This design comes from an exercise in tuning for small area and a short achievable clock period on the open sky130 flow, not from production work.
Function was checked by simulation only, so behaviour that the tests miss may differ from the original.
Power is estimated from default activity; no workload was simulated.

==> flow/design.v, too long to show whole: its modules and the start of the top module <==
// module fifo_ptr_logic: 55 lines
// module mini_fwft_fifo: 47 lines
// module rfg_axis_protocol: 206 lines
// module main_rfg: 546 lines
// module rfg_capture: 15 lines
// module rfg_counter: 23 lines
// module rfg_updown_counter: 38 lines
// module rfg_host: 368 lines
module rfg_host (
    input  wire        clk,
    input  wire        resn,
    input  wire [7:0]  s_axis_tdata,
    input  wire        s_axis_tvalid,
    output wire        s_axis_tready,
    input  wire [7:0]  s_axis_tid,
    output wire [7:0]  m_axis_tdata,
    output wire        m_axis_tvalid,
    input  wire        m_axis_tready,
    output wire        m_axis_tlast,
    output wire [7:0]  m_axis_tid,
    output wire [7:0]  m_axis_tdest,
    output wire        debug_got_byte,
    output wire [3:0]  debug_state,
    input  wire [15:0]   hk_xadc_temperature,
    input  wire          hk_xadc_temperature_write,
    input  wire [15:0]   hk_xadc_vccint,
    input  wire          hk_xadc_vccint_write,
    output wire [31:0]   hk_conversion_trigger,
    output wire          hk_conversion_trigger_interrupt,
    input  wire          hk_stat_conversions_counter_enable,
    output wire [7:0]    hk_ctrl,
    output wire [2:0]    hk_ctrl_select_adc,
    output wire [7:0]    hk_adcdac_mosi_fifo_m_axis_tdata,
    output wire          hk_adcdac_mosi_fifo_m_axis_tvalid,
    input  wire          hk_adcdac_mosi_fifo_m_axis_tready,
    output wire          hk_adcdac_mosi_fifo_m_axis_tlast,
    input  wire [7:0]    hk_adc_miso_fifo_s_axis_tdata,
    input  wire          hk_adc_miso_fifo_s_axis_tvalid,
    output wire          hk_adc_miso_fifo_s_axis_tready,
    input  wire [31:0]   hk_adc_miso_fifo_read_size,
    input  wire          hk_adc_miso_fifo_read_size_write,
  // ...
==> flow/flow/run.sh <==
#!/bin/bash
set -o pipefail
cp standard.sh standard_sh_copy.log
export BUFFER_PORTS_ARGS="-buffer_cell sky130_fd_sc_hd__buf_1"
bash standard.sh > standard.log 2>&1
==> flow/standard.sh <==
#!/bin/bash
# synth_recipe.tcl (not shown) runs the flow's synth.tcl, then flattens the netlist and writes it again
# the make line also repeats each setting of config.mk as NAME=value (left out here)
make -C /OpenROAD-flow-scripts/flow DESIGN_CONFIG=/design/flow/config.mk WORK_HOME=/design/flow/orfs CLKGATE_MAP_FILE= SYNTH_SCRIPT=/design/flow/synth_recipe.tcl "${@:-finish}"
==> flow/config.mk <==
export PLATFORM = sky130hd
export DESIGN_NAME = rfg_host
export DESIGN_NICKNAME = rfg_host
export VERILOG_FILES = /design/flow/design.v
export SDC_FILE = /design/flow/constraint.sdc
export NUM_CORES = 4
export LEC_CHECK = 0
export CAP_MARGIN = 10
export CORE_AREA = 10 10 320 320
export CTS_CLUSTER_DIAMETER = 120
export CTS_CLUSTER_SIZE = 25
export DIE_AREA = 0 0 330 330
export SETUP_SLACK_MARGIN = 3.4
export SLEW_MARGIN = 20
==> flow/constraint.sdc <==
create_clock -name core_clock -period 6.0 [get_ports {clk}]
set_input_delay 1.2000 -clock core_clock [delete_from_list [all_inputs] [get_ports {clk}]]
set_output_delay 1.2000 -clock core_clock [all_outputs]
set_load 0.01 [all_outputs]
==> qor.txt, run 1 <==
status = timing/DRC/antenna clean
GRT Total Usage = 0.3774
synth top area cells = edfxtp_1 (37%), dfxtp_1 (19%), a22oi_1 (4.3%), nand2_1 (3.5%), xor2_1 (3.5%)
Final ANT Viol Nets = 0
grt met1 use = 0.4958
final setup vio count = 0
R2R depth = 7
multi-input logic area = 20830 sq um
critical path arrival = 1.50 ns
Async SR Flop Fraction = 0
H-tree depth = 2
Main synth FF type = edfxtp_1
non-clock buffer instance count of the final layout = 1038
register area share after synthesis = 0.5665
core region area = 95150 sq um
fin crit share = 0.4496
Die W = 330 microns
Mapped Cells = 4836
clock network area share = 0.02522
Max-Cap Viols = 0
die area = 108900 sq um
vias in the first global route = 40499
most frequent cells after synthesis = edfxtp_1 (652), dfxtp_1 (508), nand2_1 (493)
initial antenna violation count = 23
Comb power = 3.28 mW
==> run 2: changes to the inputs <==
--- a/flow/config.mk
+++ b/flow/config.mk
@@ -6,9 +6,9 @@
 export NUM_CORES = 4
 export LEC_CHECK = 0
 export CAP_MARGIN = 10
-export CORE_AREA = 10 10 320 320
+export CORE_AREA = 10 10 305 305
 export CTS_CLUSTER_DIAMETER = 120
 export CTS_CLUSTER_SIZE = 25
-export DIE_AREA = 0 0 330 330
+export DIE_AREA = 0 0 315 315
 export SETUP_SLACK_MARGIN = 3.4
 export SLEW_MARGIN = 20
==> qor.txt, run 2 <==
status = timing/DRC/antenna clean
Final #Nets = 6132
crit-path cells = clkbuf_2
LEAKAGE = 20.96 nW
PortBufs = 915
worst relative slew slack = 0.2598
max incr delay on CP = 0.59 ns
simple-gate share of the synthesized area = 0.1477
YS warnings = 8
Synth Area in Compound Gates = 0.1453
HPWL after DPL = 155500 microns
first-pass GRT wire length = 294400 microns
final setup vio count = 0 (unchanged)
Main synth FF type = edfxtp_1
cts-stage hold buffer count = 0
TritonCTS buffer count = 52
Max Root-Sink Buffers = 3
post-synthesis cell type count = 100
RSZ-0062 raised after global routing = true
fmax = 0.3731 GHz
largest net degree at the start of global routing = 86
WP data required = 4.80 ns
register area share after synthesis = 0.5665 (unchanged)
slowest CP cell = edfxtp_1
Max FO, Critical Path = 2
Die Ht = 315 microns
Die W = 315 microns (-4.5%)
Net Switching = 5.618 mW
Gate power share = 0.194
synth top area cells = edfxtp_1 (37%), dfxtp_1 (19%), a22oi_1 (4.3%), nand2_1 (3.5%), xor2_1 (3.5%)
critical path arrival = 1.48 ns (-0.02 ns)
CTS clock-pin slew for the worst setup and hold paths = 0.10 ns
H-tree depth = 2 (unchanged)
Layout area overhead = 12.79%
# DRC = 0
GRT Total Usage = 0.4070 (+0.02954)
vias in the first global route = 41319 (+2.0%)
Worst-Margin Slew = 1.110 ns
GPL Wtd Cong = 1.035
setup slack after layout = 3.320 ns
CTS tree = yes
EDFF count, synth = 652
initial DRC count = 7793
Final min period = 2.680 ns
Synth Area in Adders = 0.01882
initial antenna violation count = 27 (+17%)
Initial DRT Pass Iterations = 9
mean number of vias per cell = 6.593
power density over cell area = 294.6 nW/um^2
Synth area leader = edfxtp_1
flip-flop and latch area = 30000 sq um
share of cells above drive strength 1 = 0.09636
P_int = 11.83 mW
most frequent cells in the layout = buf_1 (860), edfxtp_1 (652), nand2_1 (486)
DP Worst Slack = 1.780 ns
CTS Sinks = 1160
Clk pwr share = 0.244
final hold slack = 0.4537 ns
startpoint types = flip-flop
Post-Syn Area = 52510 sq um
worst min-delay path category = reg -> reg
most numerous cell in the Yosys netlist = edfxtp_1
Max IR drop VDD = 0.2967 mV
largest family of logic cells by synthesized area = simple AND/OR/NAND/NOR gates
Layout fillers = 6827
Syn Area/Cell = 10.86 sq um
commonest non-fill, non-tap cell in the layout = buf_1
Yosys top cell area share = 0.3728
register bit count reported by yosys = 1160
Top Ports = 945
WP buf/inv = 1
setup tns final = 0 ns
final wirelength = 214400 microns
Switching Share = 0.3220
final clock skew = 0.04658 ns
hold wc startpoint = rfg_protocol.mini_fwft_fifo_inst.data_out[7]
Final ANT Viol Nets = 0 (unchanged)
Remaining Overflow, GRT = 0
core region area = 86620 sq um (-9.0%)
multi-input logic area = 20890 sq um (+0.30%)
row count = 108
most frequent cells after synthesis = edfxtp_1 (652), dfxtp_1 (508), nand2_1 (493)
Async SR Flop Fraction = 0 (unchanged)
fin crit share = 0.4467 (-0.002850)
multiplexer share of the synthesized area = 0.01039
Fin. Hold Viols = 0
XOR/XNOR Fraction of Synth Area = 0.06338
worst setup path start = main_rfg_I.io_ctrl_reg[5]
die area = 99230 sq um (-8.9%)
CTS root buffer = clkbuf_16
sequential power share = 0.562
Routed WL per cell = 31.67 microns
Skew-Pair Late Insertion Delay = 0.69 ns
Worst setup EP type = output pin
worst r2r src = rfg_protocol.rfg_write_value[2]
delay-heaviest family, CP = flip-flops
Slew Viols, Final = 0
Initial Util = 0.6062
post-layout util = 0.6838
CP Class = reg -> out
via count = 44626
Max-Cap Viols = 0 (unchanged)
Mapped Cells = 4836 (unchanged)
[run 2: kinds of logic after synthesis]
group / after synthesis
xor gates and xnor gates: 380
DFF: 1160
buffers and inverters: 540
other: 1
AOI/OAI and AO/OA: 1090
adders and majority gates: 79
muxes: 42
and+or+nand+nor: 1544
[run 2: final cells by class]
type	instances	area share
inverter	129	0.008492
tap	1155	0.02440
multi-input combinational	3158	0.3527
timing repair buffer	1063	0.08184
clock buffer	92	0.02486
clock inverter	2	0.0007816
sequential	1160	0.5065
antenna	10	0.0004225
[run 2: metal layers]
layer | global-route usage | routed length [microns] | vias to the layer above | share of wire
met2 | 0.6158 | 93990 | 3401 | 0.44
met4 | 0.2261 | 14860 | 24 | 0.069
li1 | - | - | 19266 | -
met1 | 0.5207 | 74280 | 21289 | 0.35
met5 | 0 | 162 | - | 0.00076
met3 | 0.1196 | 31090 | 646 | 0.15
[run 2: repair_timing]
action                                  4_1_cts  5_1_grt
resized for setup                           197       95
endpoints found under the setup margin      723      259
hold endpoints to repair                      0        0
pin swaps                                    12       14
setup buffers                                46       35
cloned                                        0        3
[run 2: per-stage QoR]
stage | cell area [sq um] | power [mW] | instances
after global routing | 59220 | 17.85 | 6767
after CTS | 58580 | 17.15 | 6721
final | 59230 | 17.45 | 6769
after global placement | 56250 | 12.97 | 6581
after detailed placement | 56260 | 13.02 | 6581
after floorplan | 52890 | 11.38 | 4857
[run 2: worst paths after layout]
kind / cells after the start / to / slack (ns)
min reg2reg: 0 / rfg_protocol.m_axis_tdata[7] / 0.45
min: 0 / rfg_protocol.m_axis_tdata[7] / 0.45
max reg2reg: 6 / main_rfg_I.layer_0_stat_frame_counter_cnt.q[26] / 3.35
max: 1 / io_ctrl[5] / 3.32
[run 2: power by group through the flow]
stage               registers, mW  logic [mW]  clock network (mW)
floorplan                    9.48        1.90                   0
global placement             9.93        3.04                   0
detailed placement           9.94        3.08                   0
CTS                          9.76        3.14                4.24
global route                 9.82        3.52                4.51
finish                       9.80        3.38                4.26
==> run 3: changes to the inputs <==
==> flow/config.mk (replaced) <==
export PLATFORM = sky130hd
export DESIGN_NAME = rfg_host
export DESIGN_NICKNAME = rfg_host
export VERILOG_FILES = /design/flow/design.v
export SDC_FILE = /design/flow/constraint.sdc
export NUM_CORES = 4
export LEC_CHECK = 0
export CAP_MARGIN = 10
export CORE_AREA = 10 10 335 335
export CTS_CLUSTER_DIAMETER = 80
export CTS_CLUSTER_SIZE = 20
export DIE_AREA = 0 0 345 345
export SETUP_SLACK_MARGIN = 3.4
export SLEW_MARGIN = 20
==> qor.txt, run 3 <==
initial antenna violation count = 31 (+15%)
Final min period = 2.637 ns (-0.04389 ns)
post-placement cell area = 56570 sq um (+0.55%)
row count = 119 (+10%)
Max IR drop VDD = 0.2491 mV (-16%)
H-tree depth = 3 (+1)
Worst setup EP type = output pin
dpl cells = 6823 (+3.7%)
Post-Syn Area = 52510 sq um (unchanged)
Layout area overhead = 14.81%
final clock skew = 0.02675 ns (-0.01982 ns)
final wirelength = 223300 microns (+4.1%)
WP buf/inv = 1 (unchanged)
HPWL after DPL = 159100 microns (+2.3%)
max incr delay on CP = 0.55 ns (-0.04 ns)
EDFF count, synth = 652 (unchanged)
total power = 18.58 mW (+6.5%)
CP Class = reg -> out
Initial DRT Pass Iterations = 9 (unchanged)
Syn Area/Cell = 10.86 sq um (unchanged)
vias in the first global route = 41263 (-0.14%)
Worst-Margin Slew = 1.043 ns (-0.06694 ns)
Die Ht = 345 microns (+9.5%)
initial DRC count = 6069 (-22%)
Mapped Cells = 4836 (unchanged)
sequential power share = 0.531 (-0.031)
CTS clock-pin slew for the worst setup and hold paths = 0.08 ns (-0.02 ns)
Layout fillers = 9332 (+37%)
final hold slack = 0.4797 ns (+0.02607 ns)
largest net degree at the start of global routing = 72 (-16%)
Initial Util = 0.4995 (-0.1067)
first-pass GRT wire length = 307600 microns (+4.5%)
GPL Wtd Cong = 0.9492 (-8.3%)
delay-heaviest family, CP = flip-flops
Synth area leader = edfxtp_1
crit-path cells = buf_6
Max Root-Sink Buffers = 3 (unchanged)
YS warnings = 8 (unchanged)
GRT Total Usage = 0.3524 (-0.05459)
post-synthesis cell type count = 100 (unchanged)
P_int = 12.54 mW (+6.0%)
slowest CP cell = edfxtp_1
CTS tree = yes
Async SR Flop Fraction = 0 (unchanged)
mean number of vias per cell = 6.251 (-5.2%)
most frequent cells after synthesis = edfxtp_1 (652), dfxtp_1 (508), nand2_1 (493)
Slew Viols, Final = 0 (unchanged)
Skew-Pair Late Insertion Delay = 0.69 ns (about the same)
fmax = 0.3793 GHz (+1.7%)
core region area = 105100 sq um (+21%)
Remaining Overflow, GRT = 0 (unchanged)
routed wl met2 = 101400 microns (+7.9%)
CTS Sinks = 1160 (unchanged)
die area = 119000 sq um (+20%)
final setup vio count = 0 (unchanged)
Gate power share = 0.183 (-0.011)
CTS root buffer = clkbuf_16
LEAKAGE = 21.36 nW (+1.9%)
Yosys top cell area share = 0.3728 (unchanged)
WP data required = 4.80 ns (about the same)
Main synth FF type = edfxtp_1
Switching Share = 0.3248 (+0.002825)
synth top area cells = edfxtp_1 (37%), dfxtp_1 (19%), a22oi_1 (4.3%), nand2_1 (3.5%), xor2_1 (3.5%)
highest routing layer actually used = met5
TritonCTS buffer count = 71 (+37%)
via count = 44021 (-1.4%)
cts-stage hold buffer count = 0 (unchanged)
Max-Cap Viols = 0 (unchanged)
Metal-1 WL = 84600 microns (+14%)
most numerous cell in the Yosys netlist = edfxtp_1
commonest non-fill, non-tap cell in the layout = buf_1
fin crit share = 0.4394 (-0.007315)
worst relative slew slack = 0.3045 (+0.04463)
Max FO, Critical Path = 2 (unchanged)
Routed WL per cell = 31.70 microns (+0.11%)
most frequent cells in the layout = buf_1 (841), edfxtp_1 (652), nand2_1 (486)
Top Ports = 945 (unchanged)
Net Switching = 6.034 mW (+7.4%)
Die W = 345 microns (+9.5%)
PortBufs = 915 (unchanged)
setup tns final = 0 ns (unchanged)
Clk pwr share = 0.286 (+0.042)
power density over cell area = 308.1 nW/um^2 (+4.6%)
register bit count reported by yosys = 1160 (unchanged)
fin cells = 7042 (+4.0%)
Final #Nets = 6145 (+0.21%)
startpoint types = flip-flop
DR WL met3 = 24580 microns (-21%)
# DRC = 0 (unchanged)
worst min-delay path category = reg -> reg
final instance area = 60290 sq um (+1.8%)
share of cells above drive strength 1 = 0.1012 (+0.004812)
register area share after synthesis = 0.5665 (unchanged)
status = timing/DRC/antenna clean
RSZ-0062 raised after global routing = true
Fin. Hold Viols = 0 (unchanged)
Final ANT Viol Nets = 0 (unchanged)
critical path arrival = 1.44 ns (-0.04 ns)
## run 3: final timing paths
path         slack (ns)                        endpoint  cells after the start                                     startpoint
max reg2reg        3.40     main_rfg_I.rd_pair_reg_2[1]                      6                             main_rfg_I.a_lo[2]
max                3.36  hk_conversion_trigger_match[0]                      1  main_rfg_I.hk_conversion_trigger_match_reg[0]
min                0.48  main_rfg_I.layers_sr_in_reg[6]                      2                 main_rfg_I.layers_sr_in_reg[6]
min reg2reg        0.48  main_rfg_I.layers_sr_in_reg[6]                      2                 main_rfg_I.layers_sr_in_reg[6]
## run 3: what timing repair did
item / CTS / global route
buffers inserted: 49 / 20
setup endpoints to repair: 683 / 240
cloned: 1 / 2
resized for setup: 238 / 78
pin swaps: 17 / 12
## run 3: area by class of cell
class	count	area, sq um	share of cell area
repair buffers	1057	4933	0.08183
diodes	17	42.54	0.0007056
clock inverters	16	232.7	0.003860
inverters	129	513.0	0.008509
flip-flops and latches	1160	30000	0.4977
clock buffers	114	1991	0.03302
multi-input cells	3158	20830	0.3456
well taps	1391	1740	0.02887
## run 3: kinds of logic after synthesis
kind of cell | Yosys count | synth area share
simple gates | 1544 | 0.1477
xor+xnor | 380 | 0.06338
mux | 42 | 0.01039
other cells | 1 | 0.00007141
fa+ha+maj | 79 | 0.01882
compound gates | 1090 | 0.1453
buf+inv | 540 | 0.04782
flops | 1160 | 0.5665
## run 3: worst reg2reg max path: stages (launching register included)
cell	delay, ns
dfxtp_4	0.43
buf_4	0.71
a22oi_1	0.35
nand2_1	0.18
a22o_1	0.45
a221oi_1	0.11
o22ai_1	0.27
## run 3: routing by layer
metal | global-route usage | up-vias
met5 | 0 | -
met4 | 0.1721 | 22
met3 | 0.08447 | 498
met2 | 0.5493 | 2711
met1 | 0.4572 | 21489
li1 | - | 19301
## run 3: power groups by stage
| stage | clock [mW] | combinational, mW | sequential [mW] |
|---|---|---|---|
| floorplan | 0 | 1.90 | 9.48 |
| global placement | 0 | 3.07 | 10.0 |
| detailed placement | 0 | 3.10 | 10.0 |
| CTS | 5.34 | 3.25 | 9.82 |
| global route | 5.62 | 3.55 | 9.89 |
| finish | 5.31 | 3.40 | 9.86 |
## run 3: stage by stage
stage	utilization	setup WS, ns
5_1_grt	0.5734	3.324
2_1_floorplan	-	3.270
6_report	0.5735	3.363
4_1_cts	0.5692	3.350
3_3_place_gp	0.5381	1.968
3_5_place_dp	0.5381	1.947
==> run 4: changes to the inputs <==
--- a/flow/config.mk
+++ b/flow/config.mk
@@ -6,9 +6,9 @@
 export NUM_CORES = 4
 export LEC_CHECK = 0
 export CAP_MARGIN = 10
-export CORE_AREA = 10 10 335 335
+export CORE_AREA = 10 10 320 320
 export CTS_CLUSTER_DIAMETER = 80
 export CTS_CLUSTER_SIZE = 20
-export DIE_AREA = 0 0 345 345
+export DIE_AREA = 0 0 330 330
 export SETUP_SLACK_MARGIN = 3.4
 export SLEW_MARGIN = 20
==> qor.txt, run 4 <==
LEAKAGE = 21.05 nW (-1.4%)
Synth area leader = edfxtp_1
post-synthesis cell type count = 100 (unchanged)
Max IR drop VDD = 0.2287 mV (-8.2%)
Layout area overhead = 13.75%
PortBufs = 915 (unchanged)
final setup vio count = 0 (unchanged)
power density over cell area = 305.8 nW/um^2 (-0.77%)
synth top area cells = edfxtp_1 (37%), dfxtp_1 (19%), a22oi_1 (4.3%), nand2_1 (3.5%), xor2_1 (3.5%)
register area share after synthesis = 0.5665 (unchanged)
Remaining Overflow, GRT = 0 (unchanged)
Worst setup EP type = flip-flop
worst min-delay path category = reg -> reg
fmax = 0.3634 GHz (-4.2%)
Max Root-Sink Buffers = 3 (unchanged)
commonest non-fill, non-tap cell in the layout = buf_1
final clock skew = 0.02570 ns (-0.001057 ns)
Die W = 330 microns (-4.3%)
Mapped Cells = 4836 (unchanged)
critical path arrival = 3.33 ns (+1.89 ns)
TritonCTS buffer count = 70 (-1.4%)
startpoint types = flip-flop
most frequent cells in the layout = buf_1 (856), edfxtp_1 (652), nand2_1 (485)
most numerous cell in the Yosys netlist = edfxtp_1
H-tree depth = 3 (unchanged)
CTS clock-pin slew for the worst setup and hold paths = 0.09 ns (about the same)
final wirelength = 218000 microns (-2.3%)
cts-stage hold buffer count = 0 (unchanged)
Worst-Margin Slew = 1.112 ns (+0.06906 ns)
RSZ-0062 raised after global routing = true
Final ANT Viol Nets = 0 (unchanged)
GRT Total Usage = 0.3786 (+0.02627)
post-layout util = 0.6277 (+0.05420)
first-pass GRT wire length = 298900 microns (-2.8%)
row count = 113 (-5.0%)
Initial DRT Pass Iterations = 7 (-2)
Skew-Pair Late Insertion Delay = 0.69 ns (about the same)
EDFF count, synth = 652 (unchanged)
most frequent cells after synthesis = edfxtp_1 (652), dfxtp_1 (508), nand2_1 (493)
Post-Syn Area = 52510 sq um (unchanged)
Async SR Flop Fraction = 0 (unchanged)
core region area = 95150 sq um (-9.5%)
Fin. Hold Viols = 0 (unchanged)
vias in the first global route = 40908 (-0.86%)
Initial Util = 0.5519 (+0.05232)
mean number of vias per cell = 6.480 (+3.7%)
CTS Sinks = 1160 (unchanged)
YS warnings = 8 (unchanged)
share of cells above drive strength 1 = 0.09495 (-0.006222)
CTS root buffer = clkbuf_16
via count = 44596 (+1.3%)
die area = 108900 sq um (-8.5%)
Top Ports = 945 (unchanged)
Max FO, Critical Path = 48 (+46)
largest net degree at the start of global routing = 62 (-14%)
GPL Wtd Cong = 0.9735 (+2.6%)
# DRC = 0 (unchanged)
Main synth FF type = edfxtp_1
Slew Viols, Final = 0 (unchanged)
WP data required = 6.57 ns (+1.77 ns)
initial antenna violation count = 21 (-32%)
Final #Nets = 6115 (-0.49%)
register bit count reported by yosys = 1160 (unchanged)
slack of the worst reg-to-reg path = 3.25 ns (-0.15 ns)
Routed WL per cell = 31.68 microns (about the same)
worst relative slew slack = 0.2516 (-0.05288)
setup tns final = 0 ns (unchanged)
CTS tree = yes
fin crit share = 0.4586 (+0.01917)
CP Class = reg -> reg
Final min period = 2.752 ns (+0.1150 ns)
Syn Area/Cell = 10.86 sq um (unchanged)
HPWL after DPL = 156700 microns (-1.5%)
Yosys top cell area share = 0.3728 (unchanged)
Max-Cap Viols = 0 (unchanged)
Die Ht = 330 microns (-4.3%)
initial DRC count = 6593 (+8.6%)
status = timing/DRC/antenna clean
-- run 4: cell count changes in the layout (fill, tap and decap cells not counted), sizes merged --
cell,previous run,this run
and3b,6,7
clkinv,9,6
clkbuf,137,145
diode,17,14
inv,133,132
bufinv,2,0
buf,1034,1000
-- run 4: cells by family after synthesis --
| logic type | synth area share |
|---|---|
| muxes | 0.01039 |
| xor gates and xnor gates | 0.06338 |
| buffers and inverters | 0.04782 |
| other | 0.00007141 |
| DFF | 0.5665 |
| and+or+nand+nor | 0.1477 |
| adders and majority gates | 0.01882 |
| AOI/OAI and AO/OA | 0.1453 |
-- run 4: worst paths after layout --
path                                          start                                 to  cells past startpoint
setup / recovery                main_rfg_I.a_lo[15]        main_rfg_I.rd_pair_reg_3[1]                      6
hold / removal    main_rfg_I.layers_inj_ctrl_reg[7]  main_rfg_I.layers_inj_ctrl_reg[7]                      2
setup reg to reg                main_rfg_I.a_lo[15]        main_rfg_I.rd_pair_reg_3[1]                      6
hold reg to reg   main_rfg_I.layers_inj_ctrl_reg[7]  main_rfg_I.layers_inj_ctrl_reg[7]                      2
-- run 4: timing repair --
item                                    in CTS  in global routing
endpoints found under the hold margin        0                  0
endpoints found under the setup margin     621                189
gates cloned                                 1                  2
pin swaps                                    9                 14
setup buffers                               33                 23
gates resized for setup                    224                 91
-- run 4: layer usage --
| metal | track usage | vias to the layer above | routed length, microns |
|---|---|---|---|
| li1 | - | 19251 | - |
| met1 | 0.4896 | 21789 | 79770 |
| met2 | 0.5856 | 3005 | 98320 |
| met3 | 0.1104 | 539 | 28240 |
| met4 | 0.1720 | 12 | 11600 |
| met5 | 0 | - | 117 |
-- run 4: worst max-delay path, stage by stage (launching register included) --
cell	delay (ns)
dfxtp_4	0.48
buf_4	0.40
a22oi_1	0.68
nand4_1	0.38
a21oi_1	0.32
nand4_1	0.15
a22o_1	0.21
-- run 4: through the flow --
| stage | hold slack [ns] | cell area, sq um | power (mW) | setup slack, ns | std cells |
|---|---|---|---|---|---|
| after detailed placement | 0.4660 | 56300 | 13.04 | 1.741 | 6680 |
| after global placement | 0.4560 | 56300 | 13.01 | 1.746 | 6680 |
| final | 0.4803 | 59730 | 18.26 | 3.248 | 6882 |
| after CTS | 0.4792 | 59200 | 18.10 | 3.232 | 6842 |
| after floorplan | 0.3462 | 52890 | 11.38 | 3.270 | 4857 |
| after global routing | 0.4973 | 59710 | 18.73 | 3.321 | 6876 |
-- run 4: where the power goes --
part | internal, mW | total (mW) | switching (mW)
logic | 1.10 | 3.27 | 2.17
clock network | 2.32 | 5.12 | 2.80
registers | 8.98 | 9.88 | 0.896
-- run 4: layout make-up --
type	count	area [sq um]
clock buffers	118	1994
diodes	14	35.03
repair buffers	1027	4593
flip-flops and latches	1160	30050
clock inverters	10	108.9
multi-input cells	3159	20830
fillers	8076	35420
inverters	129	529.3
well taps	1265	1583

[static timing again, ports no longer ideal]
In the flow no input, the clock included, has a driving cell. The finished layouts below were timed again as built, in two steps. Step 1 assumes that a clkbuf_16 drives the clock port and a buf_2 every other input. Step 2 moves the port delays by t, midway between the first and last clock arrival at a register: inputs arrive t later, outputs are due t later. That takes back most of the time a late clock gives input paths. Slacks: no drivers / after step 1 / after step 2; pairs: no drivers / after step 1.
| run | shift t [ns] | slack for setup (ns) | worst register clock-pin slew, ns |
|---|---|---|---|
| run 1 | 0.774 | 3.302 / 3.200 / 2.426 | 0.12 / 0.12 |
| run 2 | 0.736 | 3.320 / 3.236 / 2.501 | 0.12 / 0.12 |
| run 3 | 0.760 | 3.363 / 3.234 / 2.473 | 0.10 / 0.10 |
| run 4 | 0.750 | 3.248 / 3.241 / 2.515 | 0.09 / 0.09 |
After both steps setup and hold are still met in every run listed. For run 3, which loses most, drivers alone change the setup slack by -0.129 ns; drivers and shift together by -0.890 ns.
